This design comes from an exercise in tuning for small area on the open sky130 flow, not from production work.
Function was checked by simulation only, so behaviour that the tests miss may differ from the original.
Power and IR drop assume default switching activity.

==> flow/design.v <==
module sync(input clk, rst, output hsync, vsync, output reg [8:0] cdist, rdist,
	output reg cleft, rtop, output indisplayinterval);
reg pclk;
wire hsync_done = ~cleft & cdist[8] & cdist[7] & cdist[6] & cdist[5];
wire vsync_done = ~rtop & rdist[8] & rdist[4] & rdist[3] & rdist[2] & rdist[0];
wire cdist_one = (cdist == 9'd1);
wire rdist_one = (rdist == 9'd1);
wire col_zero = cleft & cdist[8] & cdist[6];
always @(posedge clk or posedge rst)
begin
	if (rst)
		pclk <= 1'b0;
	else
		pclk <= ~pclk;
end
always @(posedge clk or posedge rst)
begin
	if (rst) begin
		cleft <= 1'b1;
		cdist <= 9'd320;    
		rtop <= 1'b1;
		rdist <= 9'd240;    
	end else if (!pclk) begin
		if (hsync_done) begin
			cleft <= 1'b1;
			cdist <= 9'd320;
			if (rtop) begin
				rdist <= rdist - 9'd1;
				rtop <= ~rdist_one;
			end else if (vsync_done) begin
				rtop <= 1'b1;
				rdist <= 9'd240;
			end else
				rdist <= rdist + 9'd1;
		end else if (cleft) begin
			cdist <= cdist - 9'd1;
			cleft <= ~cdist_one;
		end else
			cdist <= cdist + 9'd1;
	end
end
assign hsync = ~cleft && (cdist >= 9'd337) && (cdist <= 9'd384);
assign vsync = ~rtop && (col_zero ? ((rdist >= 9'd251) && (rdist <= 9'd283)) : ((rdist >= 9'd250) && (rdist <= 9'd282)));
assign indisplayinterval = (cleft || (cdist < 9'd320)) && (rtop || (rdist < 9'd240));
endmodule
module render(
	input clk,
	input indisplayinterval,
	input square_on,
	output [11:0] rgb,
	input [8:0] switches
	);
reg [8:0] sw_reg;
reg hitd;
always @(posedge clk)
begin
	sw_reg <= switches;
	hitd <= square_on;
end
wire [11:0] rgb_reg = hitd ? {1'b0, sw_reg[8:6], 1'b0, sw_reg[5:3], 1'b0, sw_reg[2:0]} : 12'hFFF;
assign rgb = indisplayinterval ? rgb_reg : 12'h000;
endmodule
module shapeselector(input [8:0] m, d, input top,
		input clk, input rst,
		output square_on,
		input fkey, input bkey);
reg [1:0] shapeSel;
reg fpend, bpend;
reg rec_on;
wire fgo = fkey & bkey & fpend;
wire bgo = fkey & bkey & bpend;
wire [1:0] s_new = fgo ? shapeSel + 2'd1 : bgo ? shapeSel - 2'd1 : shapeSel;
always @(posedge clk or posedge rst)
begin
	if (rst) begin
		shapeSel <= 2'd0;
		fpend <= 1'b0;
		bpend <= 1'b0;
	end else begin
		shapeSel <= s_new;
		fpend <= ~fkey;
		bpend <= fkey & ~bkey;
	end
end
wire dbig = d > 9'd70;
wire mbig = m > 9'd70;
wire [8:0] greater = dbig ? d : m;
wire [8:0] lesser = dbig ? m : d;
wire [8:0] bi = greater - 9'd71;
reg [6:0] wc;
always @(*)
begin
	case (bi[4:0])
	5'd0: wc = 7'd70;
	5'd1: wc = 7'd69;
	5'd2: wc = 7'd68;
	5'd3: wc = 7'd67;
	5'd4: wc = 7'd66;
	5'd5: wc = 7'd64;
	5'd6: wc = 7'd63;
	5'd7: wc = 7'd62;
	5'd8: wc = 7'd61;
	5'd9: wc = 7'd60;
	5'd10: wc = 7'd58;
	5'd11: wc = 7'd57;
	5'd12: wc = 7'd55;
	5'd13: wc = 7'd54;
	5'd14: wc = 7'd52;
	5'd15: wc = 7'd51;
	5'd16: wc = 7'd49;
	5'd17: wc = 7'd47;
	5'd18: wc = 7'd45;
	5'd19: wc = 7'd43;
	5'd20: wc = 7'd41;
	5'd21: wc = 7'd39;
	5'd22: wc = 7'd36;
	5'd23: wc = 7'd34;
	5'd24: wc = 7'd31;
	5'd25: wc = 7'd28;
	5'd26: wc = 7'd24;
	5'd27: wc = 7'd19;
	5'd28: wc = 7'd14;
	5'd29: wc = 7'd0;
	default: wc = 7'd0;
	endcase
end
wire in_circ = (!dbig && !mbig) || (!(dbig && mbig) && (greater <= 9'd100) && (lesser <= {2'b00, wc}));
wire [4:0] q = d[6:2];
wire frac = d[1] | d[0];
wire [6:0] wt = top ? 7'd25 - q - frac : 7'd25 + q;
wire rows_mid = d <= 9'd100;
wire in_tri  = rows_mid && (m <= {2'b00, wt});
wire in_rect = rows_mid && (m <= 9'd200);
wire in_sq   = (d <= 9'd150) && (m <= 9'd150);
wire hit = s_new[1] ? (s_new[0] ? in_tri : in_circ) :
           (s_new[0] ? in_sq : in_rect);
always @(posedge clk)
	rec_on <= hit;
assign square_on = rec_on;
endmodule
module top (
	input clk, reset,
	input [8:0] switches,
	input fkey,
	input bkey,
	output [11:0] rgb,
	output [7:0] sevseg0, sevseg1, sevseg2,
	output hsync, vsync
	);
	wire [8:0] m, d;
	wire cleft, rtop;
	wire indisplayinterval;
	wire square_on;
	sync v1 (.clk(clk), .rst(reset), .hsync(hsync), .vsync(vsync), .cdist(m), .rdist(d), .cleft(cleft), .rtop(rtop), .indisplayinterval(indisplayinterval));
	render r1 (.clk(clk), .indisplayinterval(indisplayinterval), .square_on(square_on), .rgb(rgb), .switches(switches));
	shapeselector ss1 (.m(m), .d(d), .top(rtop), .clk(clk), .rst(reset), .square_on(square_on), .fkey(fkey), .bkey(bkey));
	DisplayDecoder d2(switches[8:6], sevseg2);
	DisplayDecoder d1(switches[5:3], sevseg1);
	DisplayDecoder d0(switches[2:0], sevseg0);
endmodule
module DisplayDecoder(input [2:0] v, output reg [7:0] seg);
	always @(*)
	begin
		case (v)
		3'd0: seg = 8'hC0;
		3'd1: seg = 8'hF9;
		3'd2: seg = 8'hA4;
		3'd3: seg = 8'hB0;
		3'd4: seg = 8'h99;
		3'd5: seg = 8'h92;
		3'd6: seg = 8'h82;
		default: seg = 8'hF8;
		endcase
	end
endmodule
clock: 20.0 ns
lec_check: 0
abc_area: 1
cap_margin: 0
core_margin: 2
core_utilization: 40
slew_margin: 0
standard.sh (not shown) runs the stock make flow with config.mk's settings and CLKGATE_MAP_FILE= SYNTH_SCRIPT=/design/flow/synth_recipe.tcl, a recipe that flattens the netlist after the stock synthesis.
==> flow/flow/run.sh <==
#!/bin/bash
# Layout flow: the standard synthesis, then the combinational logic between the
# registers is re-optimised and re-mapped for area with ABC (registers, their names
# and cells are kept as the standard synthesis made them; several ABC seeds are
# tried and the smallest result is kept), then the standard ORFS steps from
# floorplan to finish, with the port buffers made of the smallest buffer and a
# small clock tree.
set -euo pipefail
HERE=$(pwd)
export BUFFER_PORTS_ARGS="-buffer_cell sky130_fd_sc_hd__buf_1"
export CTS_ARGS="-buf_list sky130_fd_sc_hd__clkbuf_4 -root_buf sky130_fd_sc_hd__clkbuf_4 -sink_clustering_enable -sink_clustering_size 8 -sink_clustering_max_diameter 60 -dont_use_dummy_load -repair_clock_nets"

bash standard.sh synth > log_synth.txt 2>&1

RES=$HERE/orfs/results/$FLOW_PLATFORM/top/base
LIB=$FLOW_HOME/platforms/sky130hd/lib/sky130_fd_sc_hd__tt_025C_1v80.lib
cp $RES/1_2_yosys.v $HERE/std_synth.v
DONT=$(grep -o "cell *( *\"\?sky130_fd_sc_hd__[a-z0-9_]*" $LIB | grep -o "sky130_fd_sc_hd__[a-z0-9_]*" | grep -E "probe|lpflow|clkdly|dlygate|dlymetal|clkbuf|clkinv|einv|ebuf|sparecell|__fa_|__ha_|__fah" | sed "s/^/-dont_use /" | tr "\n" " ")

remap() {
  local S=$1
  local SEED=${S%_*} MAP=${S#*_}
  if [ "$MAP" = m ]; then MAPCMD="amap -m"; else MAPCMD="amap"; fi
  sed -e "s/SEED/$SEED/" -e "s/MAPCMD/$MAPCMD/" $HERE/flow/remap.abc > $HERE/remap_$S.abc
  cat > remap_$S.ys <<EOT
read_liberty -ignore_miss_func $LIB
setattr -mod -set blackbox 1 sky130_fd_sc_hd__df* sky130_fd_sc_hd__conb*
read_verilog $HERE/std_synth.v
hierarchy -top $FLOW_TOP
flatten
opt_clean -purge
tee -o $HERE/stat_before.txt stat -liberty $LIB
abc -liberty $LIB $DONT -script $HERE/remap_$S.abc
opt_clean -purge
write_verilog -noattr $HERE/remap_raw_$S.v
design -reset
read_liberty -lib $LIB
read_verilog $HERE/remap_raw_$S.v
hierarchy -top $FLOW_TOP
check -assert
splitnets
opt_clean -purge
hilomap -hicell sky130_fd_sc_hd__conb_1 HI -locell sky130_fd_sc_hd__conb_1 LO
insbuf -buf sky130_fd_sc_hd__buf_1 A X
opt_clean -purge
check -assert -mapped
tee -o $HERE/stat_after_$S.txt stat -liberty $LIB
write_verilog -noattr -noexpr -nohex -nodec $HERE/remapped_$S.v
EOT
  yosys remap_$S.ys > log_remap_$S.txt 2>&1 || true
}

SEEDS=$(for i in $(seq 0 23); do echo -n "${i}_a ${i}_m "; done)
for S in $SEEDS; do
  remap $S &
  while [ $(jobs -r | wc -l) -ge 4 ]; do sleep 1; done
done
wait

# candidates from smallest to largest; keep the first that is proven equivalent
# to the standard netlist (registers matched by name; the combinational cells'
# own names are hidden so that only ports and registers are matched)
for S in $SEEDS; do
  [ -f $HERE/remapped_$S.v ] || continue
  A=$(grep "Chip area" $HERE/stat_after_$S.txt | awk '{print $NF}')
  echo "$A $S"
done | sort -n > $HERE/remap_areas.txt
BEST=""
while read A S; do
  cat > equiv_$S.ys <<EOT
read_liberty -ignore_miss_func $LIB
read_verilog $HERE/std_synth.v
rename $FLOW_TOP gold
read_verilog $HERE/remapped_$S.v
rename $FLOW_TOP gate
hierarchy -check
rename -hide gold/w:_* gate/w:_*
rename -hide gold/c:_* gate/c:_*
flatten
opt_clean
async2sync
equiv_make gold gate eq
hierarchy -top eq
equiv_simple -undef
equiv_induct -undef
equiv_status -assert
EOT
  if yosys equiv_$S.ys < /dev/null > log_equiv_$S.txt 2>&1; then BEST=$S; break; fi
done < $HERE/remap_areas.txt
if [ -n "$BEST" ]; then
  echo "chosen $BEST" >> $HERE/remap_areas.txt
  cp $HERE/remapped_$BEST.v $HERE/remapped.v
else
  echo "no candidate proven, keeping the standard netlist" >> $HERE/remap_areas.txt
  cp $HERE/std_synth.v $HERE/remapped.v
fi

cp $HERE/remapped.v $RES/1_2_yosys.v
rm -f $RES/1_synth.odb $RES/1_synth.sdc
bash standard.sh finish > log_finish.txt 2>&1
Other scripts of this flow, unchanged in this note and not shown: flow/flow/remap.abc
Rerun with:
--- a/flow/design.v
+++ b/flow/design.v
@@ -1,11 +1,29 @@
-module sync(input clk, rst, output hsync, vsync, output reg [8:0] cdist, rdist,
-	output reg cleft, rtop, output indisplayinterval);
+module sync(input clk, rst, output hsync, vsync, output [8:0] cdist, rdist,
+	output cleft, rtop, output indisplayinterval);
 reg pclk;
+reg [8:0] cdist_r, rdist_r;
+reg cright, rbottom;
+assign cdist = cdist_r ^ 9'd320;
+assign rdist = rdist_r ^ 9'd240;
+assign cleft = ~cright;
+assign rtop = ~rbottom;
 wire hsync_done = ~cleft & cdist[8] & cdist[7] & cdist[6] & cdist[5];
 wire vsync_done = ~rtop & rdist[8] & rdist[4] & rdist[3] & rdist[2] & rdist[0];
 wire cdist_one = (cdist == 9'd1);
+wire [8:0] cflip, rflip;
+assign cflip[0] = 1'b1;
+assign rflip[0] = 1'b1;
+genvar i;
+generate
+	for (i = 1; i < 9; i = i + 1) begin : updown
+		assign cflip[i] = cflip[i-1] & (cdist[i-1] ^ cleft);
+		assign rflip[i] = rflip[i-1] & (rdist[i-1] ^ rtop);
+	end
+endgenerate
+wire [8:0] cnext = cdist ^ cflip;
+wire [8:0] rnext = rdist ^ rflip;
 wire rdist_one = (rdist == 9'd1);
 wire col_zero = cleft & cdist[8] & cdist[6];
 always @(posedge clk or posedge rst)
 begin
 	if (rst)
@@ -14,31 +32,31 @@
 		pclk <= ~pclk;
 end
 always @(posedge clk or posedge rst)
 begin
 	if (rst) begin
-		cleft <= 1'b1;
-		cdist <= 9'd320;    
-		rtop <= 1'b1;
-		rdist <= 9'd240;    
+		cright <= 1'b0;
+		cdist_r <= 9'd0;    
+		rbottom <= 1'b0;
+		rdist_r <= 9'd0;    
 	end else if (!pclk) begin
 		if (hsync_done) begin
-			cleft <= 1'b1;
-			cdist <= 9'd320;
+			cright <= 1'b0;
+			cdist_r <= 9'd0;
 			if (rtop) begin
-				rdist <= rdist - 9'd1;
-				rtop <= ~rdist_one;
+				rdist_r <= rnext ^ 9'd240;
+				rbottom <= rdist_one;
 			end else if (vsync_done) begin
-				rtop <= 1'b1;
-				rdist <= 9'd240;
+				rbottom <= 1'b0;
+				rdist_r <= 9'd0;
 			end else
-				rdist <= rdist + 9'd1;
+				rdist_r <= rnext ^ 9'd240;
 		end else if (cleft) begin
-			cdist <= cdist - 9'd1;
-			cleft <= ~cdist_one;
+			cdist_r <= cnext ^ 9'd320;
+			cright <= cdist_one;
 		end else
-			cdist <= cdist + 9'd1;
+			cdist_r <= cnext ^ 9'd320;
 	end
 end
 assign hsync = ~cleft && (cdist >= 9'd337) && (cdist <= 9'd384);
 assign vsync = ~rtop && (col_zero ? ((rdist >= 9'd251) && (rdist <= 9'd283)) : ((rdist >= 9'd250) && (rdist <= 9'd282)));
 assign indisplayinterval = (cleft || (cdist < 9'd320)) && (rtop || (rdist < 9'd240));
Effect: Cell area falls by 0.89%. Total power falls by 10%. Core utilization rises by 1.6 points. Clock power rises by about 1%. Wire length falls by 1.9%. First-iteration DRC count falls by 21%.

-- what the ideal ports hide --
Ports are ideal in the flow. The routed layouts listed here were re-timed in OpenROAD. Step 1 sets driving cells, clkbuf_16 on the clock port and buf_2 on the other inputs (assumed; they add their load-dependent delay and slew). Step 2, shift: input delay + t, output delay - t, t = (earliest + latest rising clock arrival at the registers) / 2. This alone moves slack from input paths to output paths. Slacks: ideal ports / drivers / drivers and shift; pairs: ideal ports / drivers.
| run | t, ns | setup slack, ns | worst setup path at the end | latest minus earliest clock arrival (ns) | pins driven straight from the clock port |
|---|---|---|---|---|---|
| the first run | 0.355 | 10.917 / 10.897 / 10.897 | input to output | 0.019 / 0.019 | 1 |
| the second run | 0.353 | 10.871 / 10.849 / 10.849 | input to output | 0.029 / 0.028 | 1 |
After both steps every run listed still meets setup and hold. For the second run, which loses most, drivers alone change the setup slack by -0.022 ns; drivers and shift together by -0.022 ns.
